What follows belongs to an exercise in optimizing a design on an open flow for small area; a production flow would make more cautious choices.
Function was checked by simulation only, so behaviour that the tests miss may differ from the original.
Power and IR drop assume default switching activity.

## flow/config.mk

```make
export PLATFORM = sky130hd
export DESIGN_NAME = dadnme_engine
export DESIGN_NICKNAME = dadnme_engine
export VERILOG_FILES = /design/flow/design.v
export SDC_FILE = /design/flow/constraint.sdc
export NUM_CORES = 4
export LEC_CHECK = 0
export CAP_MARGIN = 20
export CORE_MARGIN = 2
export CORE_UTILIZATION = 70
export SLEW_MARGIN = 20
```

## flow/constraint.sdc

```tcl
create_clock -name core_clock -period 25.0 [get_ports {Clk}]
set_input_delay 5.0000 -clock core_clock [delete_from_list [all_inputs] [get_ports {Clk}]]
set_output_delay 5.0000 -clock core_clock [all_outputs]
set_load 0.01 [all_outputs]
```

## flow/design.v

```verilog
module dadnme_engine (
    input  logic        Clk,
    input  logic        Reset,         
    input  logic        vs,            
    input  logic [7:0]  keycode, keycode_2,
    input  logic [9:0]  DrawX, DrawY,  
    output logic        is_ball,
    output logic [15:0] me_addr,
    output logic [7:0]  me_state,
    output logic        is_enemy,
    output logic [15:0] en_addr,
    output logic [1:0]  en_move,
    output logic        en_beida,
    output logic        is_en_blood_bar,
    output logic        is_enemy3,
    output logic [15:0] en_addr3,
    output logic        is_blood_bar,
    output logic [15:0] bb_addr,
    output logic        bb_white,
    output logic [19:0] bg_addr,
    output logic        show_success,
    output logic [17:0] success_addr,
    output logic        level
);
    function automatic [24:0] add(input [23:0] x, input [23:0] y, input ci);
        logic c;
        c = ci;
        for (int i = 0; i < 24; i++) begin
            add[i] = x[i] ^ y[i] ^ c;
            c = (x[i] & y[i]) | (c & (x[i] ^ y[i]));
        end
        add[24] = c;
    endfunction
    function automatic logic uge(input [23:0] x, input [23:0] y);
        logic r;
        r = 1'b1;
        for (int i = 0; i < 24; i++)
            r = (x[i] ^ y[i]) ? x[i] : r;
        uge = r;
    endfunction
    function automatic logic sge(input [23:0] x, input [23:0] y);
        sge = uge({~x[23], x[22:0]}, {~y[23], y[22:0]});
    endfunction
    function automatic logic sin(input [23:0] x, input [23:0] lo, input [23:0] hi);
        sin = sge(x, lo) & sge(hi, x);
    endfunction
    logic vs_q, fe_d;
    wire  fe = vs & ~vs_q;
    always_ff @(posedge Clk) begin
        vs_q <= ~Reset & vs;
        fe_d <= ~Reset & fe;
    end
    wire [15:0] key = {keycode_2, keycode};
    wire k_next = (key == 16'h002c);
    wire k_ok   = (key == 16'h0028);
    wire k_att  = (key == 16'h000d);
    wire k_th   = (key == 16'h000e);
    wire set_l  = (key == 16'h0004) | (key == 16'h041a) | (key == 16'h1a04) |
                  (key == 16'h0416) | (key == 16'h1604) | (key == 16'h0704);
    wire set_r  = (key == 16'h0007) | (key == 16'h0716) | (key == 16'h1607) |
                  (key == 16'h071a) | (key == 16'h1a07) | (key == 16'h0407);
    wire kA = (keycode == 8'h04) | (keycode_2 == 8'h04);
    wire kD = (keycode == 8'h07) | (keycode_2 == 8'h07);
    wire kW = (keycode == 8'h1a) | (keycode_2 == 8'h1a);
    wire kS = (keycode == 8'h16) | (keycode_2 == 8'h16);
    logic [2:0] kc_ph;
    logic       kc_l, left_in_1, left_pre;
    wire left_in = set_l | (~set_r & left_in_1);
    wire left    = (kc_ph == 3'd0) ? kc_l : left_pre;
    wire attack  = (kc_ph != 3'd0) & (kc_ph != 3'd7);
    always_ff @(posedge Clk) begin
        if (Reset) begin
            kc_ph <= 3'd0;
            kc_l  <= 1'b0;
        end else if (kc_ph == 3'd0) begin
            if (k_att)      kc_ph <= 3'd1;
            else if (k_th)  kc_ph <= 3'd7;
            kc_l <= left_in;
        end else if (kc_ph == 3'd6 || kc_ph == 3'd7) begin
            kc_ph <= 3'd0;
            kc_l  <= left_pre;
        end else begin
            kc_ph <= add({21'd0, kc_ph}, 24'd0, 1'b1);
        end
    end
    always_ff @(posedge Clk) begin
        if (Reset) begin
            left_in_1 <= 1'b0;
            left_pre  <= 1'b0;
        end else if (fe) begin
            left_in_1 <= left_in;
            left_pre  <= left;
        end
    end
    localparam [4:0] S11  = {3'd1, 2'd0}, S12  = {3'd1, 2'd1},
                     S21  = {3'd2, 2'd0}, S22  = {3'd2, 2'd1},
                     S31  = {3'd3, 2'd0}, S32  = {3'd3, 2'd1},
                     A111 = {3'd5, 2'd0}, A112 = {3'd5, 2'd1},
                     A121 = {3'd6, 2'd0}, A122 = {3'd6, 2'd1}, A123 = {3'd6, 2'd2},
                     A211 = {3'd7, 2'd0}, A212 = {3'd7, 2'd1},
                     A221 = {3'd0, 2'd0}, A222 = {3'd0, 2'd1},
                     A231 = {3'd4, 2'd0}, A232 = {3'd4, 2'd1}, A233 = {3'd4, 2'd2};
    logic [4:0] is_n, is_nc, is_p;
    logic [5:0] is_cnt;
    wire c10 = (is_cnt == 6'd10);
    wire c20 = (is_cnt == 6'd20);
    wire c30 = (is_cnt == 6'd30);
    always_comb begin
        is_nc = is_n;
        case (is_n)
            S11:  is_nc = attack ? A111 : S12;
            S12:  if (attack) is_nc = A111; else if (c30) is_nc = S21;
            S21:  is_nc = attack ? A111 : S22;
            S22:  if (attack) is_nc = A111; else if (c30) is_nc = S31;
            S31:  is_nc = S32;
            S32:  is_nc = S11;
            A111: is_nc = A112;
            A112: if (c10) is_nc = A121;
            A121: is_nc = A122;
            A122: if (c10) is_nc = A123;
            A123: is_nc = k_att ? A211 : S11;
            A211: is_nc = A212;
            A212: if (c10) is_nc = A221;
            A221: is_nc = A222;
            A222: if (c10) is_nc = A231;
            A231: is_nc = A232;
            A232: if (c20) is_nc = A233;
            A233: is_nc = k_att ? A111 : S11;
            default: ;
        endcase
    end
    wire [2:0] is_g     = is_p[4:2];
    wire       set_zero = (is_p[1:0] == 2'd0);
    wire       fly      = (is_p == A232);
    always_ff @(posedge Clk) begin
        if (Reset) begin
            is_n   <= S11;
            is_p   <= S12;
            is_cnt <= 6'd0;
        end else if (fe) begin
            is_n   <= is_nc;
            is_p   <= is_n;
            is_cnt <= set_zero ? 6'd0 : add({18'd0, is_cnt}, 24'd0, 1'b1);
        end
    end
    assign me_state = {4'd0, ~is_g[1] & ~is_g[0], is_g[2] & (is_g[1] | is_g[0]),
                       is_g[1], is_g[0] | (is_g[2] & ~is_g[1])};
    wire me_att = is_g[2] | ~(is_g[1] | is_g[0]);       
    logic [1:0] ls;
    always_ff @(posedge Clk) begin
        if (Reset) ls <= 2'd0;
        else if (fe) begin
            case (ls)
                2'd0: if (k_next) ls <= 2'd1;
                2'd1: ls <= 2'd2;
                2'd2: if (k_ok) ls <= 2'd3;
                2'd3: if (k_next) ls <= 2'd0;
            endcase
        end
    end
    assign level = (ls == 2'd2);
    wire success   = (ls == 2'd3);
    wire pos_reset = (ls == 2'd1);
    logic [8:0] sxm;
    logic [1:0] roll;      
    logic [1:0] sxm_d;     
    always_ff @(posedge Clk) begin
        if (Reset) begin
            sxm   <= 9'd10;
        end else begin
            if (fe)
                sxm_d <= (roll[1] & ~(roll[0] ? (sxm == 9'd5) : (sxm == 9'd360))) ? roll : 2'b00;
            if (fe_d && sxm_d[1])
                sxm   <= add({15'd0, sxm}, sxm_d[0] ? 24'hfffffb : 24'd5, 1'b0);
        end
    end
    logic [10:0] bx;
    logic [8:0]  byq;
    logic [1:0]  bxm, bym;     
    logic        roll_off;     
    logic [1:0]  bxm_c, bym_c;
    wire  [24:0] bsx = add({13'd0, bx}, ~{15'd0, sxm}, 1'b1);      
    always_comb begin
        if ((uge({15'd0, byq}, 24'd379) & kS) | (uge(24'd170, {15'd0, byq}) & kW) |
            (uge(24'd2007, {13'd0, bx}) & sge(bsx[23:0], 24'd599) & kD) |
            (sge(24'd40, bsx[23:0]) & kA)) begin
            bxm_c = 2'b00;
            bym_c = 2'b00;
        end else if (level & (byq == 9'd220) & kW & uge(24'd598, {13'd0, bx})) begin
            bxm_c = bxm;
            bym_c = 2'b00;
        end else begin
            bxm_c = 2'b00;
            bym_c = 2'b00;
            case (key)
                16'h0004, 16'h0407:          bxm_c = 2'b11;
                16'h0007, 16'h0704:          bxm_c = 2'b10;
                16'h001a, 16'h1a16:          bym_c = 2'b11;
                16'h0016, 16'h161a:          bym_c = 2'b10;
                16'h041a, 16'h1a04: begin bxm_c = 2'b11; bym_c = 2'b11; end
                16'h0416, 16'h1604: begin bxm_c = 2'b11; bym_c = 2'b10; end
                16'h0716, 16'h1607: begin bxm_c = 2'b10; bym_c = 2'b10; end
                16'h071a, 16'h1a07: begin bxm_c = 2'b10; bym_c = 2'b11; end
                default: ;
            endcase
        end
    end
    wire [24:0] bx_n  = add({13'd0, bx},  {24{bxm[1] & bxm[0]}} & 24'hfffffb | {24{bxm[1] & ~bxm[0]}} & 24'd5, 1'b0);
    wire [24:0] byq_n = add({15'd0, byq}, {24{bym[1] & bym[0]}} & 24'hfffffb | {24{bym[1] & ~bym[0]}} & 24'd5, 1'b0);
    always_ff @(posedge Clk) begin
        if (Reset) begin
            roll     <= 2'b00;
            roll_off <= 1'b1;
        end else begin
            if (fe)
                roll <= roll_off ? 2'b00 : bxm;
            if (fe_d)
                roll_off <= ~uge({13'd0, bx_n[10:0]}, 24'd320) | ~uge(24'd680, {13'd0, bx_n[10:0]});
        end
    end
    always_ff @(posedge Clk) begin
        if (Reset) begin
            bxm <= 2'b00;
            bym <= 2'b00;
        end else if (fe) begin
            bxm <= bxm_c;
            bym <= bym_c;
        end
    end
    always_ff @(posedge Clk) begin
        if (Reset | pos_reset) begin
            bx  <= 11'd100;
            byq <= 9'd180;
        end else if (fe_d) begin
            bx  <= bx_n[10:0];
            byq <= byq_n[8:0];
        end
    end
    wire [24:0] xs   = add({14'd0, DrawX}, {15'd0, sxm}, 1'b0);              
    wire [24:0] d0   = add({13'd0, xs[10:0]}, ~{13'd0, bx}, 1'b1);           
    wire [24:0] bb   = add({14'd0, DrawY}, ~{15'd0, byq}, 1'b1);             
    wire al = me_att & left, ar = me_att & ~left;
    wire ba_ok = (sge(d0[23:0], -24'sd39) | (al & sge(d0[23:0], -24'sd59))) &
                 (sge(24'd39, d0[23:0]) | (ar & sge(24'd59, d0[23:0])));
    wire bb_ok = sin(bb[23:0], 24'd1, 24'd99);
    assign is_ball = ba_ok & bb_ok;
    wire [24:0] ba   = add({17'd0, d0[6:0] ^ {7{left}}}, left ? 24'd41 : 24'd40, 1'b0);
    wire [24:0] bb5  = add({17'd0, bb[6:0]}, {15'd0, bb[6:0], 2'd0}, 1'b0);   
    wire [24:0] bbt  = add({11'd0, bb5[8:0], 4'd0}, me_att ? {13'd0, bb5[8:0], 2'd0} : 24'd0, 1'b0);
    wire [24:0] me_a = add({10'd0, bbt[13:0]}, {17'd0, ba[6:0]}, 1'b0);
    assign me_addr = is_ball ? {2'b00, me_a[13:0]} : 16'hffff;
    logic [10:0] fcnt;
    always_ff @(posedge Clk) begin
        if (Reset)   fcnt <= 11'd0;
        else if (fe) fcnt <= add({13'd0, fcnt}, 24'd0, 1'b1);
    end
    wire ec10 = (fcnt[10:1] == 10'd10);
    wire ec25 = (fcnt[10:1] == 10'd25);
    wire ec10_d = (fcnt == 11'd21) | (fcnt == 11'd22);
    wire ec25_d = (fcnt == 11'd51) | (fcnt == 11'd52);
    logic        attack_d, fly_d;
    always_ff @(posedge Clk)
        if (fe) begin
            attack_d <= attack;
            fly_d    <= fly;
        end
    logic [10:0] nex1, nex2;
    logic [7:0]  neh1, neh2;
    wire  [10:0] nex_s = fe_d ? nex2 : nex1;
    wire  [7:0]  neh_s = fe_d ? neh2 : neh1;
    wire  [24:0] e_dx  = add({13'd0, bx}, {{13{1'b1}}, nex_s}, 1'b1);            
    wire  [24:0] e_dy  = add({15'd0, byq}, {{15{1'b1}}, neh_s, 1'b1}, 1'b1);     
    wire  e_near = sin(e_dx[23:0], -24'sd81, 24'd81) & sin(e_dy[23:0], -24'sd100, 24'd92);
    logic        is_e1, is_e2, el1, el2, bar1, bar2;
    logic [5:0]  s1, s2;
    logic [6:0]  t1, t2;
    logic [2:0]  p1, p2;
    dn_enemy #(.SX(11'd200), .SYQ(9'd54)) en1 (
        .Clk(Clk), .Reset(Reset), .fe(fe), .fe_d(fe_d), .xs(xs[10:0]), .DrawY(DrawY),
        .upd(fe), .beida_t(attack & e_near), .fly(fly), .left(left), .c10(ec10), .c25(ec25),
        .hit(is_e1), .bar(bar1), .s(s1), .t(t1), .el(el1), .p(p1), .nex(nex1), .neh(neh1));
    dn_enemy #(.SX(11'd100), .SYQ(9'd154)) en2 (
        .Clk(Clk), .Reset(Reset), .fe(fe), .fe_d(fe_d), .xs(xs[10:0]), .DrawY(DrawY),
        .upd(fe_d), .beida_t(attack_d & e_near), .fly(fly_d), .left(left), .c10(ec10_d), .c25(ec25_d),
        .hit(is_e2), .bar(bar2), .s(s2), .t(t2), .el(el2), .p(p2), .nex(nex2), .neh(neh2));
    assign is_enemy        = is_e1 | is_e2;
    assign is_en_blood_bar = bar1 | bar2;
    wire        sel2 = is_e2 & ~is_e1;
    wire [5:0]  es   = sel2 ? s2 : s1;
    wire [6:0]  et   = sel2 ? t2 : t1;
    wire        eel  = sel2 ? el2 : el1;
    wire [2:0]  ep   = sel2 ? p2 : p1;
    wire [24:0] esx  = add({18'd0, es ^ {6{eel}}}, eel ? 24'd31 : 24'd30, 1'b0);    
    wire [24:0] en_a = add({11'd0, et, esx[5:0]}, ~{15'd0, et, 2'd0}, 1'b1);
    assign en_addr  = is_enemy ? {3'b000, en_a[12:0]} : 16'hffff;
    assign en_move  = ep[2:1];
    assign en_beida = ep[2] & ep[1];
    logic [8:0] nlh;           
    logic [8:0] nlq;           
    logic [1:0] lbxm, lbym;    
    wire  [24:0] lbdx = add({14'd0, bx[9:0]}, {{14{1'b1}}, nlh, 1'b1}, 1'b1);    
    wire  [24:0] lbdy = add({15'd0, byq}, {{15{1'b1}}, nlq}, 1'b1);             
    wire  lb_near = uge({14'd0, bx[9:0]}, 24'd30) & uge(24'd993, {14'd0, bx[9:0]}) &
                    sin(lbdx[23:0], -24'sd29, 24'd29) & sin(lbdy[23:0], -24'sd33, 24'd25);
    wire  lbx_gt = sge(lbdx[23:0], 24'd1);      
    wire  lbx_lt = sge(-24'sd1, lbdx[23:0]);    
    wire  lby_gt = sge(lbdy[23:0], -24'sd3);    
    wire  lby_lt = sge(-24'sd5, lbdy[23:0]);    
    wire  [24:0] nlh_n = add({15'd0, nlh}, {24{lbxm[1] & ~lbxm[0]}} | {23'd0, lbxm[1] & lbxm[0]}, 1'b0);
    wire  [24:0] nlq_n = add({15'd0, nlq}, {24{lbym[1] & ~lbym[0]}} | {23'd0, lbym[1] & lbym[0]}, 1'b0);
    always_ff @(posedge Clk) begin
        if (Reset) begin
            nlh  <= ~9'd160;
            nlq  <= ~9'd194;
            lbxm <= 2'b10;
            lbym <= 2'b10;
        end else if (fe_d && !lb_near) begin
            lbxm <= {lbx_gt | lbx_lt, lbx_lt};
            lbym <= {lby_gt | lby_lt, lby_lt};
            nlh  <= nlh_n[8:0];
            nlq  <= nlq_n[8:0];
        end
    end
    wire [24:0] lba  = add({14'd0, DrawX}, {{14{1'b1}}, nlh, 1'b1}, 1'b1);    
    wire [24:0] lbb  = add({14'd0, DrawY}, {{15{1'b1}}, nlq}, 1'b1);          
    assign is_enemy3 = sin(lba[23:0], -24'sd29, 24'd29) & sin(lbb[23:0], 24'd1, 24'd91);
    wire [24:0] lbs  = add({18'd0, lba[5:0]}, 24'd30, 1'b0);
    wire [24:0] lb_a = add({11'd0, lbb[6:0], lbs[5:0]}, ~{15'd0, lbb[6:0], 2'd0}, 1'b1);
    assign en_addr3 = is_enemy3 ? {3'b000, lb_a[12:0]} : 16'h0000;
    wire [24:0] y3  = add({14'd0, DrawY}, {13'd0, DrawY, 1'b0}, 1'b0);      
    wire [24:0] bg1 = add({4'd0, DrawY, 10'd0}, {13'd0, xs[10:0]}, 1'b0);
    wire [24:0] bg2 = add(bg1[23:0], ~{9'd0, y3[11:0], 3'd0}, 1'b1);
    wire [24:0] bg3 = add(bg2[23:0], (ls != 2'd0) ? 24'd480000 : 24'd0, 1'b0);
    assign bg_addr = bg3[19:0];
    wire [24:0] bb1 = add({14'd0, DrawX}, {12'd0, DrawY, 2'd0}, 1'b0);
    wire [24:0] bbx = add(bb1[23:0], {8'd0, DrawY, 6'd0}, 1'b0);
    always_ff @(posedge Clk) begin
        bb_addr  <= bbx[15:0];
        bb_white <= (DrawX != 10'd0) & ~DrawX[9] & ~DrawX[8] & ~DrawX[7] & ~DrawX[6] &
                    uge({14'd0, DrawY}, 24'd75) & uge(24'd81, {14'd0, DrawY});
    end
    assign is_blood_bar = ~uge({14'd0, DrawX}, 24'd68) & ~uge({14'd0, DrawY}, 24'd86);
    wire [24:0] sc1 = add({14'd0, DrawX}, {12'd0, y3[11:0]}, 1'b0);
    wire [24:0] sc2 = add(sc1[23:0], {9'd0, DrawY, 5'd0}, 1'b0);
    wire [24:0] sc3 = add(sc2[23:0], {6'd0, DrawY, 8'd0}, 1'b0);
    wire [24:0] sc4 = add(sc3[23:0], 24'hffdf91, 1'b0);
    assign success_addr = sc4[17:0];
    assign show_success = success & uge({14'd0, DrawX}, 24'd156) & uge(24'd444, {14'd0, DrawX}) &
                          uge({14'd0, DrawY}, 24'd29) & uge(24'd371, {14'd0, DrawY});
endmodule
module dn_enemy #(parameter [10:0] SX = 11'd200, parameter [8:0] SYQ = 9'd54) (
    input  logic        Clk, Reset, fe, fe_d,
    input  logic        upd,          
    input  logic [10:0] xs,           
    input  logic [9:0]  DrawY,
    input  logic        beida_t,      
    input  logic        fly, left, c10, c25,
    output logic        hit, bar, el,
    output logic [10:0] nex,          
    output logic [7:0]  neh,          
    output logic [5:0]  s,            
    output logic [6:0]  t,            
    output logic [2:0]  p             
);
    function automatic [24:0] add(input [23:0] x, input [23:0] y, input ci);
        logic c;
        c = ci;
        for (int i = 0; i < 24; i++) begin
            add[i] = x[i] ^ y[i] ^ c;
            c = (x[i] & y[i]) | (c & (x[i] ^ y[i]));
        end
        add[24] = c;
    endfunction
    function automatic logic uge(input [23:0] x, input [23:0] y);
        logic r;
        r = 1'b1;
        for (int i = 0; i < 24; i++)
            r = (x[i] ^ y[i]) ? x[i] : r;
        uge = r;
    endfunction
    function automatic logic sge(input [23:0] x, input [23:0] y);
        sge = uge({~x[23], x[22:0]}, {~y[23], y[22:0]});
    endfunction
    function automatic logic sin(input [23:0] x, input [23:0] lo, input [23:0] hi);
        sin = sge(x, lo) & sge(hi, x);
    endfunction
    localparam [2:0] N11 = 3'd0, N12 = 3'd1, N21 = 3'd2, N22 = 3'd3,
                     N31 = 3'd4, N32 = 3'd5, BEIDA = 3'd6, BACK = 3'd7;
    logic [2:0]  n, nc;
    logic        xm, ym;          
    always_comb begin
        nc = n;
        case (n)
            N11: nc = N12;
            N12: if (c10) nc = N21;
            N21: nc = N22;
            N22: if (c10) nc = N31;
            N31: nc = N32;
            N32: if (c10) nc = N11;
            BEIDA: if (fly) nc = BACK; else if (c25) nc = N11;
            BACK: nc = N11;
        endcase
        if (beida_t && !(n == BEIDA || n == BACK)) nc = BEIDA;
    end
    wire beida = p[2] & p[1];
    wire back  = &p;
    wire [23:0] nex_step = ~beida ? (xm ? 24'd2 : 24'hfffffe) :
                           back   ? (left ? 24'd7 : 24'hfffff9) : 24'd0;
    wire [24:0] nex_n = add({13'd0, nex}, nex_step, 1'b0);
    wire [24:0] neh_n = add({16'd0, neh}, ~beida ? (ym ? 24'd1 : 24'hffffff) : 24'd0, 1'b0);
    always_ff @(posedge Clk) begin
        if (Reset) begin
            n   <= N11;
            p   <= N11;
            el  <= 1'b0;
            nex <= ~SX;
            neh <= ~SYQ[8:1];
            xm  <= 1'b0;
            ym  <= 1'b0;
        end else begin
            if (fe)
                p <= n;
            if (upd)
                n <= nc;
            if (fe_d) begin
                el <= xm;
                if (uge(24'd61, {16'd0, neh}))       ym <= 1'b1;    
                else if (uge({16'd0, neh}, 24'd170)) ym <= 1'b0;    
                else if (uge({13'd0, nex}, 24'd30) & uge(24'd1077, {13'd0, nex})) xm <= 1'b1;   
                else if (uge({13'd0, nex}, 24'd2017)) xm <= 1'b0;   
                nex <= nex_n[10:0];
                neh <= neh_n[7:0];
            end
        end
    end
    wire [24:0] sa = add({13'd0, xs}, {{13{1'b1}}, nex}, 1'b1);           
    wire [24:0] ta = add({14'd0, DrawY}, {{15{1'b1}}, neh, 1'b1}, 1'b1);  
    assign hit = sin(sa[23:0], -24'sd29, 24'd29) & sin(ta[23:0], 24'd1, 24'd91);
    assign bar = sin(sa[23:0], -24'sd25, 24'd25) & sin(ta[23:0], -24'sd14, -24'sd4);
    assign s = sa[5:0];
    assign t = ta[6:0];
endmodule
```

## flow/flow/run.sh

```bash
#!/bin/bash
# The standard layout (standard.sh) with these changes, none of which
# touches the registers or their names:
# - Yosys's synth runs with -noabc, so the gate-level adders reach ORFS's
#   full-adder extraction as written (the final ABC mapping still runs);
# - the final ABC mapping uses a copy of ORFS's scripts whose speed script
#   is turned towards area: &dc2 in place of &syn2, &nf with delay
#   relaxed (-R 1000 -p), four more rounds, and no closing buffer/upsize
#   (the clock period is 25 ns; the placer's repair still buffers and
#   sizes what it needs);
# - the port buffers use the smallest buffer cell, buf_1;
# - clock tree synthesis adds no dummy loads.
# Each tool's output is in standard_flow.log (and ORFS's own logs).
set -euo pipefail
here=$(pwd)
rm -rf "$here/scripts_mod"
cp -r "$FLOW_HOME/scripts" "$here/scripts_mod"
python3 - "$here/scripts_mod/abc_speed.script" <<'PY'
import sys
p = sys.argv[1]
out = []
for l in open(p).read().split('\n'):
    t = l.strip()
    if t in ('buffer -c', 'upsize -c'):
        continue
    if t == '&nf':
        l = '&nf -R 1000 -p'
    elif t == '&syn2':
        l = '&dc2'
    elif t == '&put':
        out += ['&st', '&dc2', '&if -g -K 6', '&synch2', '&nf -R 1000 -p'] * 4
    out.append(l)
open(p, 'w').write('\n'.join(out))
PY
bash standard.sh "SCRIPTS_DIR=$here/scripts_mod" "SYNTH_ARGS=-noabc" \
    "BUFFER_PORTS_ARGS=-buffer_cell sky130_fd_sc_hd__buf_1" \
    "CTS_ARGS=-sink_clustering_enable -repair_clock_nets -dont_use_dummy_load -clustering_exponent 6" \
    finish > standard_flow.log 2>&1
```

## flow/standard.sh

```bash
#!/bin/bash
# synth_recipe.tcl (not shown) runs the flow's synth.tcl, then flattens the netlist and writes it again
# the make line also repeats each setting of config.mk as NAME=value (left out here)
make -C /OpenROAD-flow-scripts/flow DESIGN_CONFIG=/design/flow/config.mk WORK_HOME=/design/flow/orfs CLKGATE_MAP_FILE= SYNTH_SCRIPT=/design/flow/synth_recipe.tcl "${@:-finish}"
```

==> key figures, run 1 <==
CTS
  – Root buffer cell: clkbuf_16
  – CTS Hold Bufs: 0
  – Htree depth: 4
  – Setup Buffers After CTS: 0
  – Clock transition at path regs: 0.07 ns
  – CTS buffer count: 17
  – CTS tree: done
  – CTS Sinks: 172
  – Clk buf depth: 2
  – CTS resizes: 0
  – Clock latency (worst-skew pair): approximately 0.46 ns

Placement
  – Place WS: 3.38 ns
  – GPL Wtd Cong: 0.944
  – I/O Buffers: 152
  – Dpl hpwl: ~35000 um
  – Cells after DPL: 2169
  – Placed Area: 0.0178 mm2

Logic synthesis
  – Synth warn: 3
  – Area share of the largest cell type after synthesis: 32.5%
  – Area contributors post-synth: fa_1 33%, dfxtp_1 20%, ha_1 11%
  – Register area share after synthesis: between 20 and 25%
  – Asr flop ratio synth: 0%
  – Cell Area, Synth: 0.0168 mm2
  – Syn_area_per_cell: 9.93 um2
  – Mapped Cells: 1691
  – Yosys reg bits: 172
  – Cell taking the most area after synthesis: fa_1
  – Post-synth EDFFs: 4
  – Top FF cell, synth: dfxtp_1
  – Distinct cells, synth: 63

GRT
  – Largest net degree at the start of global routing: 65
  – GRT overflow: 0
  – Vias in the first global route: 13700
  – Overall Global Routing Usage: ~36%
  – Global-route wire length before repair: 71300 um
  – Antenna violations before repair: 1

Min path
  – Hold path cells: 2
  – Hold path start: lbym[0]
  – Hold Path Class: register to register
  – Hold Path End: lbym[0]

Floorplan
  – Core Rows: 56
  – Die Footprint: roughly 0.025 mm2
  – CORE AREA: between 0.02 and 0.025 mm2
  – Die height: 159 um
  – IO Count: 160
  – Die Span X: ~160 um
  – Initial Utilization: 71.3%

Pwr
  – Pwr/cell area: 63.9 mW/mm2
  – Leak: 6.99 nW
  – Peak supply drop: 53.8 uV

Setup path
  – WP data required: 20.00 ns
  – Crit start category: input port
  – Worst Path Buf+Inv: 3
  – Setup slack, reg-to-reg: 17.83 ns
  – Cell repeated most along the worst path: fa_1
  – Critical path's top delay family: adder cells
  – Critical path's largest stage delay: 0.72 ns
  – CP Data Arrival Time: 16.70 ns
  – CP Class: input port to output port
  – Reg-to-Reg Start: kc_ph[0]
  – Critical path fanouts, max: 22
  – Slowest CP cell: o31a_1
  – Worst R2R End: en2.nex[10]
  – Worst R2R Path Depth: 21
  – CP Launch Point: DrawX[0]
  – Worst setup EP type: output port

STA
  – Final setup fails: 0
  – Final min period: 21.70 ns
  – Final setup margin: 3.30 ns
  – Slew headroom: 33.7%
  – Setup Skew: about 0.034 ns
  – Sum Neg Setup Slack: 0 ns
  – Unrepaired setup endpoints after global routing: false
  – Max Freq: 46.1 MHz
  – Final period util: 86.8%
  – Slew Viols, Final: 0
  – Worst-Margin Slew: 0.991 ns
  – Hold Vio Cnt, Final: 0

Layout
  – Final instance area: between 0.015 and 0.02 mm2
  – Fin cells: 2186
  – # fillers: 1723
  – Diodes inserted: 0
  – Nets: 2328
  – Area added between synthesis and finish: 8.74%
  – Fraction of layout cells with a size suffix above 1: 2.46%

Route
  – Vias: 13600
  – Initial DRC count: 1159
  – ANT nets after route: 0
  – Post-DR vias/cell: 6.24
  – Final WL: between 40000 and 50000 um
  – DRT Pass-1 Iters: 7
  – Drt drc: 0
  – Average wire per standard cell: about 20 um

Run
  – Max cap viols: 0

Run status
  – Outcome: finished clean
-- stage by stage --
| step | hold slack (ns) | power, mW | utilization, % |
|---|---|---|---|
| floorplan | 0.426 | 0.760 | - |
| global placement | 0.445 | 0.921 | 75.8 |
| detailed placement | 0.450 | 0.943 | 75.8 |
| CTS | 0.463 | 1.16 | 77.6 |
| global route | 0.484 | 1.26 | 77.6 |
| finish | 0.471 | 1.17 | 77.6 |
-- routing by layer --
metal	global-route usage, %	wire (um)	vias up
li1	-	-	6163
met1	48.3	18000	6690
met2	58.8	21000	659
met3	7.45	3830	129
met4	14.0	1760	2
met5	0	13	-
-- power by group --
| group | total [mW] | switching [mW] | leakage, nW | internal (mW) |
|---|---|---|---|---|
| clock | 0.222 | 0.103 | 0.209 | 0.118 |
| combinational | 0.614 | 0.357 | 5.36 | 0.258 |
| sequential | 0.331 | 0.0331 | 1.41 | 0.298 |
| total | 1.17 | 0.493 | 6.99 | 0.674 |
-- layout make-up --
cell class / instances / area (um2) / area share (%)
repair buffers: 176 / 754 / 4.13
clock buffers: 17 / 425 / 2.33
flip-flops and latches: 172 / 3480 / 19.1
inverters: 193 / 724 / 3.97
well taps: 319 / 399 / 2.19
multi-input cells: 1309 / 12500 / 68.3
-- synthesized netlist by cell type (9+ instances only) --
master,count
nand3_1,21
ha_1,147
nand4_1,25
buf_4,19
nor3b_1,9
nor4_1,24
clkinv_1,193
a22o_1,18
xor2_1,13
nand2b_1,23
a211o_1,16
o21ai_0,93
nor3_1,30
xnor2_1,29
nand2_1,145
nor2b_1,31
o311ai_0,9
nor2_1,108
a21oi_1,120
nand3b_1,9
dfxtp_1,168
fa_1,273
mux2i_1,20
and3_1,9
and2_0,9
-- cells by family (layout without fill, tap and decap cells) --
family	Yosys count	in the layout	share of synthesized area, %
and+or+nand+nor	483	483	14.4
buffers and inverters	216	386	5.25
adders and majority gates	420	420	43.5
AOI/OAI and AO/OA	330	330	12.2
muxes	27	27	1.66
DFF	172	172	20.7
xor gates and xnor gates	42	42	2.19
other	1	7	0.0223
-- worst register-to-register path: cells and delay by family (launching register included) --
| kind | cells | cell delay, ns |
|---|---|---|
| AO/OA/AOI/OAI | 4 | 0.48 |
| adder cells (fa/ha/maj) | 10 | 4.38 |
| AND/OR/NAND/NOR | 5 | 1.11 |
| buffers and inverters | 2 | 0.74 |
| flip-flops | 1 | 0.38 |
-- how the worst max path moves through the flow --
stage	endpoint	slack, ns	cells past startpoint
finish	en_addr[12]	3.30	38
global route	en_addr[12]	2.71	38
CTS	en_addr[12]	3.32	38
detailed placement	en_addr[12]	3.38	38
global placement	en_addr[12]	3.57	38
floorplan	en_addr[12]	4.47	35
-- registers in the layout, indices dropped and copies added (netlist names), 3 cells and up --
register and count:
bb_addr 16, bx 11, en1.nex 11, en2.nex 11, fcnt 11, byq 9
nlh 9, nlq 9, sxm 9, en1.neh 8, en2.neh 8, is_cnt 6
is_n 5, is_p 5, en1.n 3, en1.p 3, en2.n 3, en2.p 3
kc_ph 3
-- layout by cell type, fill, tap and decap left out, types with 16 or more instances in the layout --
master     count
a22o_1        18
nand3_1       21
mux2i_1       20
nand2_1      145
buf_4         24
a21oi_1      120
nor3_1        30
buf_1        151
xnor2_1       29
ha_1         147
dfxtp_1      167
clkinv_1     193
o21ai_0       93
a211o_1       16
nand4_1       25
nor4_1        24
nor2_1       108
fa_1         273
clkbuf_16     17
nor2b_1       30
nand2b_1      23
==> run 2: changes to the inputs <==
--- a/flow/flow/run.sh
+++ b/flow/flow/run.sh
@@ -34,5 +34,5 @@
 PY
 bash standard.sh "SCRIPTS_DIR=$here/scripts_mod" "SYNTH_ARGS=-noabc" \
     "BUFFER_PORTS_ARGS=-buffer_cell sky130_fd_sc_hd__buf_1" \
-    "CTS_ARGS=-sink_clustering_enable -repair_clock_nets -dont_use_dummy_load -clustering_exponent 6" \
+    "CTS_ARGS=-repair_clock_nets -dont_use_dummy_load" \
     finish > standard_flow.log 2>&1
==> key figures, run 2 <==
CTS
  – CTS buffer count: 17 (unchanged)
  – Clk buf depth: 2 (unchanged)
  – CTS Sinks: 172 (unchanged)
  – Root buffer cell: clkbuf_16
  – CTS resizes: 0 (unchanged)
  – Setup Buffers After CTS: 0 (unchanged)
  – CTS Hold Bufs: 0 (unchanged)
  – Clock latency (worst-skew pair): 0.45 ns (about the same)
  – Htree depth: 4 (unchanged)
  – CTS tree: done
  – Clock transition at path regs: 0.08 ns (about the same)

Layout
  – # fillers: 1724 (+0.058%)
  – Multi-input gate area: 0.0125 mm2 (unchanged)
  – Leading cell types in the layout, fill and taps excluded: 273 x fa_1, 193 x clkinv_1, 167 x dfxtp_1, 151 x buf_1, 147 x ha_1
  – Final Util: 77.6% (unchanged)
  – Diodes inserted: 0 (unchanged)
  – Sequential cell area: 0.00348 mm2 (unchanged)
  – Area added between synthesis and finish: 8.74% (unchanged)
  – Nets: 2328 (unchanged)
  – Reg with most FFs: bb_addr
  – Max FFs per register: 16 (unchanged)
  – Commonest non-fill, non-tap cell in the layout: fa_1
  – Fraction of layout cells with a size suffix above 1: 2.46% (unchanged)

Pwr
  – Peak supply drop: 53.0 uV (-1.5%)
  – Sequential share of power: 28.4% (about the same)
  – Comb pwr share: 52.7% (about the same)
  – Total power: 1.17 mW (about the same)
  – Sw Ratio: 42.2% (about the same)
  – Leak: 6.99 nW (unchanged)
  – Sw power: 0.492 mW (-0.17%)
  – Pwr/cell area: 63.8 mW/mm2 (about the same)
  – Int Pwr: 0.674 mW (about the same)
  – Clock power frac: 19.0% (about the same)

GRT
  – Overall Global Routing Usage: 36.2% (about the same)
  – Largest net degree at the start of global routing: 65 (unchanged)
  – Global-route wire length before repair: 71300 um (unchanged)
  – Vias in the first global route: 13700 (-0.0073%)
  – GRT overflow: 0 (unchanged)
  – Antenna violations before repair: 1 (unchanged)

Logic synthesis
  – Yosys reg bits: 172 (unchanged)
  – Post-synth EDFFs: 4 (unchanged)
  – Mapped Cells: 1691 (unchanged)
  – Area share of the largest cell type after synthesis: 32.5% (unchanged)
  – Syn_area_per_cell: 9.93 um2 (unchanged)
  – Cell Area, Synth: 0.0168 mm2 (unchanged)
  – Register area share after synthesis: 20.7% (unchanged)
  – Most frequent cell after synthesis: fa_1
  – Cell taking the most area after synthesis: fa_1
  – Asr flop ratio synth: 0% (unchanged)
  – Top FF cell, synth: dfxtp_1
  – Area contributors post-synth: fa_1 33%, dfxtp_1 20%, ha_1 11%
  – Distinct cells, synth: 63 (unchanged)
  – Synth warn: 3 (unchanged)
  – Synth top cells by count: 273 x fa_1, 193 x clkinv_1, 168 x dfxtp_1

Route
  – Initial DRC count: 1106 (-4.6%)
  – Drt drc: 0 (unchanged)
  – Post-DR vias/cell: 6.23 (-0.24%)
  – Average wire per standard cell: 20.3 um (-0.16%)
  – Final WL: 44500 um (-0.16%)
  – ANT nets after route: 0 (unchanged)
  – DRT Pass-1 Iters: 7 (unchanged)
  – Vias: 13600 (-0.24%)

Setup path
  – Worst setup EP type: output port
  – Cell repeated most along the worst path: fa_1
  – CP Data Arrival Time: 16.70 ns (about the same)
  – Slowest CP cell: o31a_1
  – Critical path's largest stage delay: 0.72 ns (about the same)
  – CP Class: input port to output port
  – Critical path fanouts, max: 22 (unchanged)
  – Crit start category: input port
  – WP data required: 20.00 ns (about the same)

STA
  – Max Freq: 46.1 MHz (about the same)
  – Final min period: 21.70 ns (+0.00101 ns)
  – Hold Vio Cnt, Final: 0 (unchanged)
  – Worst-Margin Slew: 1.03 ns (+0.0377 ns)
  – Final setup fails: 0 (unchanged)
  – Unrepaired setup endpoints after global routing: false
  – Slew Viols, Final: 0 (unchanged)
  – Sum Neg Setup Slack: 0 ns (unchanged)
  – Setup Skew: 0.0325 ns (-0.00119 ns)
  – Slew headroom: 30.5% (-3.1 points)
  – Final period util: 86.8% (about the same)

Floorplan
  – IO Count: 160 (unchanged)
  – Die height: 159 um (unchanged)
  – Die Span X: 159 um (unchanged)
  – CORE AREA: 0.0235 mm2 (unchanged)
  – Die Footprint: 0.0252 mm2 (unchanged)
  – Core Rows: 56 (unchanged)
  – Initial Utilization: 71.3% (unchanged)

Placement
  – GPL Wtd Cong: 0.944 (unchanged)
  – Dpl hpwl: 34800 um (unchanged)
  – I/O Buffers: 152 (unchanged)

Run status
  – Outcome: finished clean

Run
  – Max cap viols: 0 (unchanged)

Min path
  – Hold Path Class: register to register
[run 2: cell counts after synthesis]
No cell type changed its count.
[run 2: area by class of cell]
cell class,instances,area share [%]
Multi-Input combinational cell,1309,68.3
Sequential cell,172,19.1
Timing Repair Buffer,176,4.13
Inverter,193,3.97
Clock buffer,17,2.33
Tap cell,319,2.19
[run 2: cells by family (layout without fill, tap and decap cells)]
group	Yosys count	count (layout)	synth area share [%]
mux	27	27	1.66
compound gates	330	330	12.2
xor+xnor	42	42	2.19
other cells	1	7	0.0223
buf+inv	216	386	5.25
fa+ha+maj	420	420	43.5
flops	172	172	20.7
simple gates	483	483	14.4
[run 2: power groups by stage]
stage	combinational (mW)	sequential (mW)	clock (mW)
after floorplan	0.429	0.331	0
after global placement	0.585	0.335	0
after detailed placement	0.606	0.336	0
after CTS	0.611	0.330	0.223
after global routing	0.692	0.334	0.233
final	0.614	0.331	0.221
[run 2: metrics by stage]
step / hold WS, ns / instance area (um2) / setup WS [ns] / instances
CTS: 0.463 / 18300 / 3.32 / 2186
finish: 0.471 / 18300 / 3.30 / 2186
detailed placement: 0.450 / 17800 / 3.38 / 2169
floorplan: 0.426 / 16800 / 4.47 / 1697
global route: 0.484 / 18300 / 2.71 / 2186
global placement: 0.445 / 17800 / 3.57 / 2169
[run 2: path summary, 6_finish.rpt]
path | start | end | slack, ns | cells past startpoint
setup reg to reg | kc_ph[0] | en2.nex[10] | 17.85 | 21
hold / removal | lbym[0] | lbym[0] | 0.47 | 2
hold reg to reg | lbym[0] | lbym[0] | 0.47 | 2
setup / recovery | DrawX[0] | en_addr[12] | 3.30 | 38
[run 2: routing by layer]
metal	vias up	GRT usage [%]	part of all wire, %
li1	6158	-	-
met1	6721	48.5	41
met2	618	58.8	47
met3	111	7.31	8.3
met4	2	14.0	3.7
met5	-	0	0.029
[run 2: worst max-delay path: cells and delay by family]
kind                       cells  cell delay, ns
adders and majority gates     25            8.94
AOI/OAI and AO/OA              5            1.30
buffers and inverters          3            0.59
and+or+nand+nor                4            0.46
muxes                          1            0.41
==> run 3: changes to the inputs <==
--- a/flow/flow/run.sh
+++ b/flow/flow/run.sh
@@ -34,5 +34,5 @@
 PY
 bash standard.sh "SCRIPTS_DIR=$here/scripts_mod" "SYNTH_ARGS=-noabc" \
     "BUFFER_PORTS_ARGS=-buffer_cell sky130_fd_sc_hd__buf_1" \
-    "CTS_ARGS=-repair_clock_nets -dont_use_dummy_load" \
+    "CTS_ARGS=-sink_clustering_enable -repair_clock_nets -dont_use_dummy_load" \
     finish > standard_flow.log 2>&1
==> key figures, run 3 <==
Pwr
  – Total power: 1.17 mW (unchanged)
  – Peak supply drop: 53.0 uV (unchanged)
  – Pwr/cell area: 63.8 mW/mm2 (unchanged)
  – Leak: 6.99 nW (unchanged)

GRT
  – Antenna violations before repair: 1 (unchanged)
  – GRT overflow: 0 (unchanged)
  – Overall Global Routing Usage: 36.2% (unchanged)
  – Largest net degree at the start of global routing: 65 (unchanged)
  – Global-route wire length before repair: 71300 um (unchanged)
  – Vias in the first global route: 13700 (unchanged)

CTS
  – CTS tree: done
  – Setup Buffers After CTS: 0 (unchanged)
  – CTS buffer count: 17 (unchanged)
  – Clock latency (worst-skew pair): 0.45 ns (about the same)
  – CTS Hold Bufs: 0 (unchanged)
  – CTS Sinks: 172 (unchanged)
  – Clk buf depth: 2 (unchanged)
  – Root buffer cell: clkbuf_16
  – Clock transition at path regs: 0.08 ns (about the same)
  – CTS resizes: 0 (unchanged)
  – Htree depth: 4 (unchanged)

STA
  – Final setup margin: 3.30 ns (unchanged)
  – Sum Neg Setup Slack: 0 ns (unchanged)
  – Final period util: 86.8% (unchanged)
  – Unrepaired setup endpoints after global routing: false
  – Final min period: 21.70 ns (unchanged)
  – Worst-Margin Slew: 1.03 ns (unchanged)
  – Slew Viols, Final: 0 (unchanged)
  – Hold Vio Cnt, Final: 0 (unchanged)
  – Slew headroom: 30.5% (unchanged)
  – Final setup fails: 0 (unchanged)
  – Worst hold slack: 0.471 ns (unchanged)
  – Max Freq: 46.1 MHz (unchanged)
  – Setup Skew: 0.0325 ns (unchanged)

Layout
  – Max FFs per register: 16 (unchanged)
  – Reg with most FFs: bb_addr
  – Final Util: 77.6% (unchanged)
  – Commonest non-fill, non-tap cell in the layout: fa_1
  – Nets: 2328 (unchanged)
  – Final instance area: 0.0183 mm2 (unchanged)
  – Area added between synthesis and finish: 8.74% (unchanged)
  – Diodes inserted: 0 (unchanged)
  – Fin cells: 2186 (unchanged)
  – Leading cell types in the layout, fill and taps excluded: 273 x fa_1, 193 x clkinv_1, 167 x dfxtp_1, 151 x buf_1, 147 x ha_1
  – Fraction of layout cells with a size suffix above 1: 2.46% (unchanged)

Placement
  – I/O Buffers: 152 (unchanged)
  – GPL Wtd Cong: 0.944 (unchanged)
  – Cells after DPL: 2169 (unchanged)
  – Dpl hpwl: 34800 um (unchanged)
  – Place WS: 3.38 ns (unchanged)
  – Placed Area: 0.0178 mm2 (unchanged)

Route
  – Average wire per standard cell: 20.3 um (unchanged)
  – Initial DRC count: 1106 (unchanged)
  – DRT Pass-1 Iters: 7 (unchanged)
  – Drt drc: 0 (unchanged)
  – ANT nets after route: 0 (unchanged)
  – Vias: 13600 (unchanged)
  – Post-DR vias/cell: 6.23 (unchanged)
  – Final WL: 44500 um (unchanged)

Logic synthesis
  – Synth top cells by count: 273 x fa_1, 193 x clkinv_1, 168 x dfxtp_1
  – Mapped Cells: 1691 (unchanged)
  – Area contributors post-synth: fa_1 33%, dfxtp_1 20%, ha_1 11%
  – Distinct cells, synth: 63 (unchanged)
  – Post-synth EDFFs: 4 (unchanged)
  – Cell taking the most area after synthesis: fa_1
  – Yosys reg bits: 172 (unchanged)
  – Most frequent cell after synthesis: fa_1
  – Asr flop ratio synth: 0% (unchanged)
  – Top FF cell, synth: dfxtp_1
  – Area share of the largest cell type after synthesis: 32.5% (unchanged)
  – Syn_area_per_cell: 9.93 um2 (unchanged)
  – Synth warn: 3 (unchanged)
  – Register area share after synthesis: 20.7% (unchanged)
  – Cell Area, Synth: 0.0168 mm2 (unchanged)

Floorplan
  – CORE AREA: 0.0235 mm2 (unchanged)
  – Initial Utilization: 71.3% (unchanged)
  – Core Rows: 56 (unchanged)
  – Die Span X: 159 um (unchanged)
  – Die height: 159 um (unchanged)
  – Die Footprint: 0.0252 mm2 (unchanged)
  – IO Count: 160 (unchanged)

Setup path
  – WP data required: 20.00 ns (about the same)
  – Critical path fanouts, max: 22 (unchanged)
  – Crit start category: input port
  – Critical path's largest stage delay: 0.72 ns (about the same)
  – Cell repeated most along the worst path: fa_1
  – CP Class: input port to output port
  – Slowest CP cell: o31a_1
  – Worst setup EP type: output port
  – CP Data Arrival Time: 16.70 ns (about the same)

Min path
  – Hold Path Class: register to register

Run status
  – Outcome: finished clean

Run
  – Max cap viols: 0 (unchanged)
==> run 3: cell counts in the layout (fill, tap and decap cells not counted) <==
Identical to the previous run, type by type.
==> run 3: cell families (layout without fill, tap and decap cells) <==
logic type	after synthesis	count (layout)	share of synthesized area (%)
other	1	7	0.0223
adder cells (fa/ha/maj)	420	420	43.5
XOR/XNOR	42	42	2.19
multiplexers	27	27	1.66
AO/OA/AOI/OAI	330	330	12.2
flip-flops	172	172	20.7
AND/OR/NAND/NOR	483	483	14.4
buffers and inverters	216	386	5.25
==> run 3: routing by layer <==
metal / GRT usage (%) / routed length, um / part of all wire [%]
met1: 48.5 / 18100 / 41
met5: 0 / 13 / 0.029
met3: 7.31 / 3710 / 8.3
met4: 14.0 / 1640 / 3.7
met2: 58.8 / 21000 / 47
==> run 3: area by class of cell <==
| type | instances | area, um2 |
|---|---|---|
| clock buffers | 17 | 425 |
| fillers | 1724 | 5280 |
| inverters | 193 | 724 |
| multi-input cells | 1309 | 12500 |
| flip-flops and latches | 172 | 3480 |
| well taps | 319 | 399 |
| repair buffers | 176 | 754 |
==> run 3: where the power goes <==
group	switching [mW]	total [mW]	internal [mW]
Clock	0.103	0.221	0.118
Sequential	0.0332	0.331	0.298
Combinational	0.356	0.614	0.258
Total	0.492	1.17	0.674
==> run 3: worst paths after layout <==
kind                            startpoint          end  slack [ns]  cells past startpoint
worst min-delay path               lbym[0]      lbym[0]        0.47                      2
worst min register to register     lbym[0]      lbym[0]        0.47                      2
worst max register to register    kc_ph[0]  en2.nex[10]       17.85                     21
worst max-delay path              DrawX[0]  en_addr[12]        3.30                     38
==> run 3: critical path, delay by kind of cell <==
family,cells,cell delay [ns]
buffers and inverters,3,0.59
and+or+nand+nor,4,0.46
AOI/OAI and AO/OA,5,1.30
adders and majority gates,25,8.94
muxes,1,0.41
==> run 4: changes to the inputs <==
--- a/flow/flow/run.sh
+++ b/flow/flow/run.sh
@@ -34,5 +34,5 @@
 PY
 bash standard.sh "SCRIPTS_DIR=$here/scripts_mod" "SYNTH_ARGS=-noabc" \
     "BUFFER_PORTS_ARGS=-buffer_cell sky130_fd_sc_hd__buf_1" \
-    "CTS_ARGS=-sink_clustering_enable -repair_clock_nets -dont_use_dummy_load" \
+    "CTS_ARGS=-sink_clustering_enable -repair_clock_nets -dont_use_dummy_load -sink_clustering_size 40 -sink_clustering_max_diameter 150" \
     finish > standard_flow.log 2>&1
==> key figures, run 4 <==
Placement
  – GPL Wtd Cong: 0.944 (unchanged)
  – Dpl hpwl: 34800 um (unchanged)
  – Cells after DPL: 2169 (unchanged)
  – Place WS: 3.38 ns (unchanged)
  – I/O Buffers: 152 (unchanged)

Route
  – DRT Pass-1 Iters: 7 (unchanged)
  – Initial DRC count: 1106 (unchanged)
  – ANT nets after route: 0 (unchanged)
  – Post-DR vias/cell: 6.23 (unchanged)
  – Final WL: 44500 um (unchanged)
  – Drt drc: 0 (unchanged)
  – Vias: 13600 (unchanged)
  – Average wire per standard cell: 20.3 um (unchanged)

Logic synthesis
  – Synth warn: 3 (unchanged)
  – Distinct cells, synth: 63 (unchanged)
  – Cell taking the most area after synthesis: fa_1
  – Cell Area, Synth: 0.0168 mm2 (unchanged)
  – Asr flop ratio synth: 0% (unchanged)
  – Area contributors post-synth: fa_1 33%, dfxtp_1 20%, ha_1 11%
  – Top FF cell, synth: dfxtp_1
  – Mapped Cells: 1691 (unchanged)
  – Area share of the largest cell type after synthesis: 32.5% (unchanged)
  – Post-synth EDFFs: 4 (unchanged)
  – Register area share after synthesis: 20.7% (unchanged)
  – Syn_area_per_cell: 9.93 um2 (unchanged)
  – Synth top cells by count: 273 x fa_1, 193 x clkinv_1, 168 x dfxtp_1
  – Yosys reg bits: 172 (unchanged)
  – Most frequent cell after synthesis: fa_1

Floorplan
  – Core Rows: 56 (unchanged)
  – Die height: 159 um (unchanged)
  – Initial Utilization: 71.3% (unchanged)
  – Die Footprint: 0.0252 mm2 (unchanged)
  – Die Span X: 159 um (unchanged)
  – CORE AREA: 0.0235 mm2 (unchanged)
  – IO Count: 160 (unchanged)

STA
  – Unrepaired setup endpoints after global routing: false
  – Final setup margin: 3.30 ns (unchanged)
  – Slew Viols, Final: 0 (unchanged)
  – Max Freq: 46.1 MHz (unchanged)
  – Worst-Margin Slew: 1.03 ns (unchanged)
  – Worst hold slack: 0.471 ns (unchanged)
  – Final period util: 86.8% (unchanged)
  – Final setup fails: 0 (unchanged)
  – Setup Skew: 0.0325 ns (unchanged)
  – Slew headroom: 30.5% (unchanged)
  – Final min period: 21.70 ns (unchanged)
  – Hold Vio Cnt, Final: 0 (unchanged)
  – Sum Neg Setup Slack: 0 ns (unchanged)

CTS
  – CTS Sinks: 172 (unchanged)
  – CTS buffer count: 17 (unchanged)
  – Clock latency (worst-skew pair): 0.45 ns (about the same)
  – Htree depth: 4 (unchanged)
  – Clk buf depth: 2 (unchanged)
  – CTS tree: done
  – Setup Buffers After CTS: 0 (unchanged)
  – Clock transition at path regs: 0.08 ns (about the same)
  – CTS Hold Bufs: 0 (unchanged)
  – Root buffer cell: clkbuf_16
  – CTS resizes: 0 (unchanged)

Layout
  – Fin cells: 2186 (unchanged)
  – Commonest non-fill, non-tap cell in the layout: fa_1
  – Diodes inserted: 0 (unchanged)
  – Area added between synthesis and finish: 8.74% (unchanged)
  – Reg with most FFs: bb_addr
  – Nets: 2328 (unchanged)
  – Leading cell types in the layout, fill and taps excluded: 273 x fa_1, 193 x clkinv_1, 167 x dfxtp_1, 151 x buf_1, 147 x ha_1
  – Max FFs per register: 16 (unchanged)
  – Fraction of layout cells with a size suffix above 1: 2.46% (unchanged)

Setup path
  – CP Class: input port to output port
  – Crit start category: input port
  – Worst setup EP type: output port
  – Cell repeated most along the worst path: fa_1
  – Critical path's largest stage delay: 0.72 ns (about the same)
  – CP Data Arrival Time: 16.70 ns (about the same)
  – Slowest CP cell: o31a_1
  – WP data required: 20.00 ns (about the same)
  – Critical path fanouts, max: 22 (unchanged)

Pwr
  – Leak: 6.99 nW (unchanged)
  – Peak supply drop: 53.0 uV (unchanged)
  – Pwr/cell area: 63.8 mW/mm2 (unchanged)
  – Total power: 1.17 mW (unchanged)

GRT
  – GRT overflow: 0 (unchanged)
  – Global-route wire length before repair: 71300 um (unchanged)
  – Largest net degree at the start of global routing: 65 (unchanged)
  – Vias in the first global route: 13700 (unchanged)
  – Antenna violations before repair: 1 (unchanged)
  – Overall Global Routing Usage: 36.2% (unchanged)

Run
  – Max cap viols: 0 (unchanged)

Run status
  – Outcome: finished clean

Min path
  – Hold Path Class: register to register
## run 4: cell counts in the layout (fill, tap and decap cells not counted)
No cell type changed its count.
## run 4: logic make-up after synthesis
logic type / share of synthesized area [%]
other: 0.0223
muxes: 1.66
AOI/OAI and AO/OA: 12.2
xor gates and xnor gates: 2.19
and+or+nand+nor: 14.4
buffers and inverters: 5.25
adders and majority gates: 43.5
DFF: 20.7
## run 4: critical path: cells and delay by family
family                   cells  cell delay (ns)
adder cells (fa/ha/maj)     25             8.94
AO/OA/AOI/OAI                5             1.30
AND/OR/NAND/NOR              4             0.46
multiplexers                 1             0.41
buffers and inverters        3             0.59
## run 4: worst paths after layout
kind,from,to,slack [ns],depth (start not counted)
setup / recovery,DrawX[0],en_addr[12],3.30,38
hold / removal,lbym[0],lbym[0],0.47,2
setup reg to reg,kc_ph[0],en2.nex[10],17.85,21
hold reg to reg,lbym[0],lbym[0],0.47,2
## run 4: final cells by class
cell class	count	area (um2)
Inverter	193	724
Timing Repair Buffer	176	754
Sequential cell	172	3480
Fill cell	1724	5280
Tap cell	319	399
Clock buffer	17	425
Multi-Input combinational cell	1309	12500
## run 4: layer usage
| layer | up-vias | global-route usage, % | share of wire, % |
|---|---|---|---|
| li1 | 6158 | - | - |
| met4 | 2 | 14.0 | 3.7 |
| met1 | 6721 | 48.5 | 41 |
| met5 | - | 0 | 0.029 |
| met3 | 111 | 7.31 | 8.3 |
| met2 | 618 | 58.8 | 47 |
## run 4: report_power, final
| part | leakage, nW | switching, mW | total, mW | internal, mW |
|---|---|---|---|---|
| Clock | 0.209 | 0.103 | 0.221 | 0.118 |
| Combinational | 5.36 | 0.356 | 0.614 | 0.258 |
| Sequential | 1.41 | 0.0332 | 0.331 | 0.298 |
## run 4: stage by stage
| stage | utilization (%) | cell area (um2) |
|---|---|---|
| after detailed placement | 75.8 | 17800 |
| after floorplan | - | 16800 |
| after global placement | 75.8 | 17800 |
| after global routing | 77.6 | 18300 |
| after CTS | 77.6 | 18300 |
| final | 77.6 | 18300 |
==> run 5: changes to the inputs <==
--- a/flow/flow/run.sh
+++ b/flow/flow/run.sh
@@ -34,5 +34,5 @@
 PY
 bash standard.sh "SCRIPTS_DIR=$here/scripts_mod" "SYNTH_ARGS=-noabc" \
     "BUFFER_PORTS_ARGS=-buffer_cell sky130_fd_sc_hd__buf_1" \
-    "CTS_ARGS=-sink_clustering_enable -repair_clock_nets -dont_use_dummy_load -sink_clustering_size 40 -sink_clustering_max_diameter 150" \
+    "CTS_ARGS=-sink_clustering_enable -repair_clock_nets -dont_use_dummy_load -buf_list sky130_fd_sc_hd__clkbuf_8 -root_buf sky130_fd_sc_hd__clkbuf_16" \
     finish > standard_flow.log 2>&1
--- a/flow/config.mk
+++ b/flow/config.mk
@@ -7,5 +7,6 @@
 export LEC_CHECK = 0
 export CAP_MARGIN = 20
 export CORE_MARGIN = 2
-export CORE_UTILIZATION = 70
+export CORE_UTILIZATION = 50
+export PLACE_DENSITY = 0.9
 export SLEW_MARGIN = 20
==> key figures, run 5 <==
Run status
  – Outcome: finished clean

Placement
  – Placed Area: 0.0180 mm2 (+0.69%)
  – GPL Wtd Cong: 0.955 (+1.2%)
  – I/O Buffers: 152 (unchanged)
  – Place WS: 3.14 ns (-0.242 ns)
  – Dpl hpwl: 36900 um (+5.9%)
  – Cells after DPL: 2293 (+5.7%)

CTS
  – CTS resizes: 0 (unchanged)
  – Clk buf depth: 2 (unchanged)
  – Clock transition at path regs: 0.06 ns (-0.02 ns)
  – CTS tree: done
  – Root buffer cell: clkbuf_16
  – CTS Hold Bufs: 0 (unchanged)
  – CTS buffer count: 17 (unchanged)
  – Setup Buffers After CTS: 0 (unchanged)
  – CTS Sinks: 172 (unchanged)
  – Clock latency (worst-skew pair): 0.42 ns (-0.03 ns)
  – Htree depth: 4 (unchanged)

STA
  – Setup Skew: 0.0497 ns (+0.0172 ns)
  – Worst hold slack: 0.479 ns (+0.00808 ns)
  – Final min period: 21.99 ns (+0.290 ns)
  – Slew headroom: 19.2% (-11 points)
  – Sum Neg Setup Slack: 0 ns (unchanged)
  – Worst-Margin Slew: 1.21 ns (+0.179 ns)
  – Hold Vio Cnt, Final: 0 (unchanged)
  – Final period util: 88.0% (+1.2 points)
  – Slew Viols, Final: 0 (unchanged)
  – Final setup fails: 0 (unchanged)
  – Final setup margin: 3.01 ns (-0.290 ns)
  – Max Freq: 45.5 MHz (-1.3%)
  – Unrepaired setup endpoints after global routing: false

Logic synthesis
  – Most frequent cell after synthesis: fa_1
  – Top FF cell, synth: dfxtp_1
  – Synth Area in Adders: 43.5% (unchanged)
  – Synth Area in Compound Gates: 12.2% (unchanged)
  – Cell taking the most area after synthesis: fa_1
  – Area share of the largest cell type after synthesis: 32.5% (unchanged)
  – Syn_area_per_cell: 9.93 um2 (unchanged)
  – Area contributors post-synth: fa_1 33%, dfxtp_1 20%, ha_1 11%
  – Mapped Cells: 1691 (unchanged)
  – Asr flop ratio synth: 0% (unchanged)
  – Post-synthesis xor/xnor area fraction: 2.19% (unchanged)
  – Multiplexer area fraction after synthesis: 1.66% (unchanged)
  – Register area share after synthesis: 20.7% (unchanged)
  – Post-synth EDFFs: 4 (unchanged)
  – Synth top cells by count: 273 x fa_1, 193 x clkinv_1, 168 x dfxtp_1
  – Largest family of logic cells by synthesized area: adder cells
  – Yosys reg bits: 172 (unchanged)
  – Distinct cells, synth: 63 (unchanged)
  – Synth warn: 3 (unchanged)
  – Cell Area, Synth: 0.0168 mm2 (unchanged)
  – Post-synthesis simple-gate area fraction: 14.4% (unchanged)

Route
  – Met3 WL: 4650 um (+25%)
  – Met2 routed WL: 22300 um (+6.3%)
  – ANT nets after route: 0 (unchanged)
  – Vias: 14200 (+4.2%)
  – Top layer in use: met4
  – WL met1: 17100 um (-5.5%)
  – Post-DR vias/cell: 6.14 (-1.4%)
  – Average wire per standard cell: 20.3 um (about the same)
  – Initial DRC count: 1452 (+31%)
  – Drt drc: 0 (unchanged)
  – Final WL: 47000 um (+5.6%)
  – DRT Pass-1 Iters: 8 (+1)

Floorplan
  – CORE AREA: 0.0333 mm2 (+41%)
  – IO Count: 160 (unchanged)
  – Die Span X: 187 um (+18%)
  – Die height: 187 um (+18%)
  – Core Rows: 67 (+20%)
  – Die Footprint: 0.0351 mm2 (+39%)
  – Initial Utilization: 50.5% (-21 points)

Setup path
  – Crit start category: input port
  – WP data required: 20.00 ns (about the same)
  – Critical path fanouts, max: 22 (unchanged)
  – Reg-to-Reg Start: kc_ph[0]
  – Cell repeated most along the worst path: fa_1
  – Slowest CP cell: o31a_1
  – CP Launch Point: DrawX[0]
  – CP Data Arrival Time: 16.99 ns (+0.29 ns)
  – Worst R2R Path Depth: 20 (-4.8%)
  – CP Class: input port to output port
  – Worst setup EP type: output port
  – Critical path's largest stage delay: 0.72 ns (about the same)

Pwr
  – Sw power: 0.507 mW (+2.9%)
  – Leak: 6.88 nW (-1.5%)
  – Peak supply drop: 51.0 uV (-3.8%)
  – Pwr/cell area: 61.9 mW/mm2 (-3.1%)
  – Clock power frac: 14.2% (-4.8 points)
  – Int Pwr: 0.620 mW (-7.9%)
  – Comb pwr share: 56.5% (+3.8 points)
  – Sw Ratio: 45.0% (+2.7 points)
  – Total power: 1.13 mW (-3.3%)
  – Sequential share of power: 29.4% (+1.0 points)

Layout
  – Final instance area: 0.0182 mm2 (-0.26%)
  – Final Util: 54.7% (-23 points)
  – Max FFs per register: 16 (unchanged)
  – Fin cells: 2310 (+5.7%)
  – Reg with most FFs: bb_addr
  – Fraction of layout cells with a size suffix above 1: 2.15% (-0.32 points)
  – Commonest non-fill, non-tap cell in the layout: fa_1
  – Diodes inserted: 0 (unchanged)
  – Nets: 2323 (-0.21%)
  – # fillers: 2722 (+58%)
  – Area added between synthesis and finish: 8.45%
  – Leading cell types in the layout, fill and taps excluded: 273 x fa_1, 193 x clkinv_1, 167 x dfxtp_1, 151 x buf_1, 147 x ha_1

GRT
  – Overall Global Routing Usage: 27.1% (-9.1 points)
  – Vias in the first global route: 14700 (+7.0%)
  – Global-route wire length before repair: 75400 um (+5.6%)
  – Antenna violations before repair: 0 (-1)
  – Largest net degree at the start of global routing: 70 (+7.7%)
  – GRT overflow: 0 (unchanged)

Run
  – Max cap viols: 0 (unchanged)

Min path
  – Hold path start: en1.ym
  – Hold path cells: 2 (unchanged)
  – Hold Path Class: register to register
==> run 5: cell count changes in the layout (fill, tap and decap cells not counted), sizes merged <==
cell	delta
buf	-5
==> run 5: path summary, 6_finish.rpt <==
check | to | slack [ns]
max | en_addr[12] | 3.01
min | en1.ym | 0.48
max reg2reg | en2.nex[10] | 17.49
min reg2reg | en1.ym | 0.48
==> run 5: kinds of logic (layout without fill, tap and decap cells) <==
logic type               count (synthesis)  after routing
flip-flops                             172            172
AO/OA/AOI/OAI                          330            330
AND/OR/NAND/NOR                        483            483
multiplexers                            27             27
other                                    1              7
buffers and inverters                  216            381
adder cells (fa/ha/maj)                420            420
XOR/XNOR                                42             42
==> run 5: power by group through the flow <==
stage / Combinational [mW] / Sequential, mW / Clock, mW
finish: 0.636 / 0.331 / 0.160
global route: 0.700 / 0.334 / 0.169
CTS: 0.626 / 0.330 / 0.159
detailed placement: 0.618 / 0.336 / 0
global placement: 0.571 / 0.335 / 0
floorplan: 0.429 / 0.331 / 0
==> run 5: worst max-delay path, delay by kind of cell <==
kind	cells	cell delay (ns)
AO/OA/AOI/OAI	5	1.30
adder cells (fa/ha/maj)	25	9.19
buffers and inverters	3	0.59
multiplexers	1	0.42
AND/OR/NAND/NOR	4	0.50
==> run 5: layout make-up <==
| type | count | area, um2 | area share [%] |
|---|---|---|---|
| clock buffers | 17 | 245 | 1.35 |
| flip-flops and latches | 172 | 3480 | 19.1 |
| inverters | 193 | 724 | 3.98 |
| multi-input cells | 1309 | 12500 | 68.5 |
| well taps | 448 | 561 | 3.08 |
| repair buffers | 171 | 717 | 3.94 |
==> run 5: per-layer routing <==
layer / global-route usage, % / vias up
met1: 32.3 / 6870
li1: - / 6148
met5: 0 / -
met4: 14.8 / 0
met3: 6.40 / 274
met2: 45.2 / 891
==> run 6: changes to the inputs <==
--- a/flow/config.mk
+++ b/flow/config.mk
@@ -7,6 +7,7 @@
 export LEC_CHECK = 0
 export CAP_MARGIN = 20
 export CORE_MARGIN = 2
-export CORE_UTILIZATION = 50
-export PLACE_DENSITY = 0.9
+export CORE_UTILIZATION = 70
+export GPL_TIMING_DRIVEN = 0
+export PLACE_DENSITY = 0.85
 export SLEW_MARGIN = 20
==> key figures, run 6 <==
Run status
  – Outcome: finished clean

STA
  – Slew Viols, Final: 0 (unchanged)
  – Slew headroom: 34.1% (+15 points)
  – Worst hold slack: 0.485 ns (+0.00595 ns)
  – Max Freq: 45.2 MHz (-0.62%)
  – Unrepaired setup endpoints after global routing: false
  – Final setup margin: 2.87 ns (-0.136 ns)
  – Final min period: 22.13 ns (+0.136 ns)

Pwr
  – Comb pwr share: 55.5% (-1.0 points)
  – Sw power: 0.483 mW (-4.7%)
  – Sw Ratio: 43.7% (-1.2 points)
  – Sequential share of power: 29.9% (+0.5 points)

CTS
  – CTS resizes: 0 (unchanged)
  – Setup Buffers After CTS: 0 (unchanged)
  – Clk buf depth: 2 (unchanged)

Placement
  – GPL Wtd Cong: 0.950 (-0.54%)
  – Place WS: 3.02 ns (-0.120 ns)
  – I/O Buffers: 152 (unchanged)
  – Cells after DPL: 2178 (-5.0%)

Setup path
  – Slowest CP cell: o31a_1
  – Worst R2R Path Depth: 20 (unchanged)
  – Critical path's top delay family: adder cells
  – Critical path's largest stage delay: 0.80 ns (+0.08 ns)
  – Critical path fanouts, max: 22 (unchanged)
  – Worst R2R End: en2.n[2]

Min path
  – Hold Path Class: register to register

Logic synthesis
  – Synth Area in Adders: 43.5% (unchanged)
  – Synth top cells by count: 273 x fa_1, 193 x clkinv_1, 168 x dfxtp_1
  – Yosys reg bits: 172 (unchanged)
  – Synth warn: 3 (unchanged)
  – Multiplexer area fraction after synthesis: 1.66% (unchanged)
  – Post-synth EDFFs: 4 (unchanged)
  – Most frequent cell after synthesis: fa_1
  – Top FF cell, synth: dfxtp_1
  – Distinct cells, synth: 63 (unchanged)
  – Largest family of logic cells by synthesized area: adder cells
  – Area share of the largest cell type after synthesis: 32.5% (unchanged)

Layout
  – Max FFs per register: 16 (unchanged)
  – Final instance area: 0.0182 mm2 (about the same)
  – Reg with most FFs: bb_addr
  – Fraction of layout cells with a size suffix above 1: 3.30% (+1.2 points)
  – Fin cells: 2196 (-4.9%)

GRT
  – Overall Global Routing Usage: 35.5% (+8.4 points)

Floorplan
  – IO Count: 160 (unchanged)
  – Die Span X: 159 um (-15%)
  – Die height: 159 um (-15%)

Route
  – Drt drc: 0 (unchanged)
  – Average wire per standard cell: 20.0 um (-1.8%)

Run
  – Max cap viols: 0 (unchanged)
==> run 6: cell counts after synthesis <==
No cell type changed its count.
==> run 6: how the worst max path moves through the flow <==
stage | cells after the start | slack (ns) | start | endpoint
6_report | 38 | 2.87 | DrawX[0] | en_addr[12]
5_1_grt | 38 | 2.41 | DrawX[0] | en_addr[12]
4_1_cts | 38 | 3.03 | DrawX[0] | en_addr[12]
3_5_place_dp | 38 | 3.02 | DrawX[0] | en_addr[12]
3_3_place_gp | 38 | 3.20 | DrawX[0] | en_addr[12]
2_1_floorplan | 35 | 4.47 | DrawX[0] | en_addr[12]
==> run 6: metrics by stage <==
step	utilization, %	power [mW]
after global routing	77.4	1.19
after CTS	77.4	1.10
after detailed placement	76.3	0.939
final	77.4	1.10
after global placement	75.6	0.900
after floorplan	-	0.760
==> run 6: routing by layer <==
metal  global-route usage [%]  up-vias  wire length (um)
li1                         -     6184                 -
met1                     46.4     6814             16800
met2                     58.5      704             21400
met3                     6.43      157              3760
met4                     15.6        0              1830
met5                        0        -                 0
==> run 6: area by class of cell <==
class | count | area, um2
Antenna cell | 1 | 2.50
Buffer | 23 | 158
Clock buffer | 17 | 245
Fill cell | 1592 | 5320
Inverter | 193 | 726
Multi-Input combinational cell | 1309 | 12500
Sequential cell | 172 | 3490
Tap cell | 319 | 399
Timing Repair Buffer | 162 | 719
==> run 6: kinds of logic after synthesis <==
kind of cell               Yosys count
and+or+nand+nor                    483
adders and majority gates          420
AOI/OAI and AO/OA                  330
buffers and inverters              216
DFF                                172
xor gates and xnor gates            42
muxes                               27
other                                1
==> run 6: worst reg2reg max path, stage by stage, from the launching register on <==
cell and delay [ns]:
dfxtp_4 0.57, buf_16 0.31, clkinv_2 0.60, nand2_1 0.26
o21ai_0 0.23, fa_1 0.49, fa_1 0.40, fa_1 0.39
fa_1 0.39, fa_1 0.40, fa_1 0.42, fa_1 0.40
fa_1 0.39, fa_1 0.39, fa_1 0.46, nor3_1 0.16
and4b_1 0.21, o21ai_0 0.18, nor2_1 0.25, and3b_1 0.22
a221oi_1 0.24
==> run 6: power by group through the flow <==
stage	Sequential (mW)	Clock, mW	Combinational, mW
2_1_floorplan	0.331	0	0.429
3_3_place_gp	0.336	0	0.563
3_5_place_dp	0.336	0	0.603
4_1_cts	0.330	0.162	0.609
5_1_grt	0.334	0.171	0.689
6_report	0.331	0.161	0.613

Re-timed with assumed drivers on the ports (clkbuf_16 on the clock, buf_2 on other inputs), run 6 has 2.841 ns of setup slack against 2.871 ns with ideal ports, and 2.841 ns once port delays also move by the mid clock arrival of 0.429 ns.
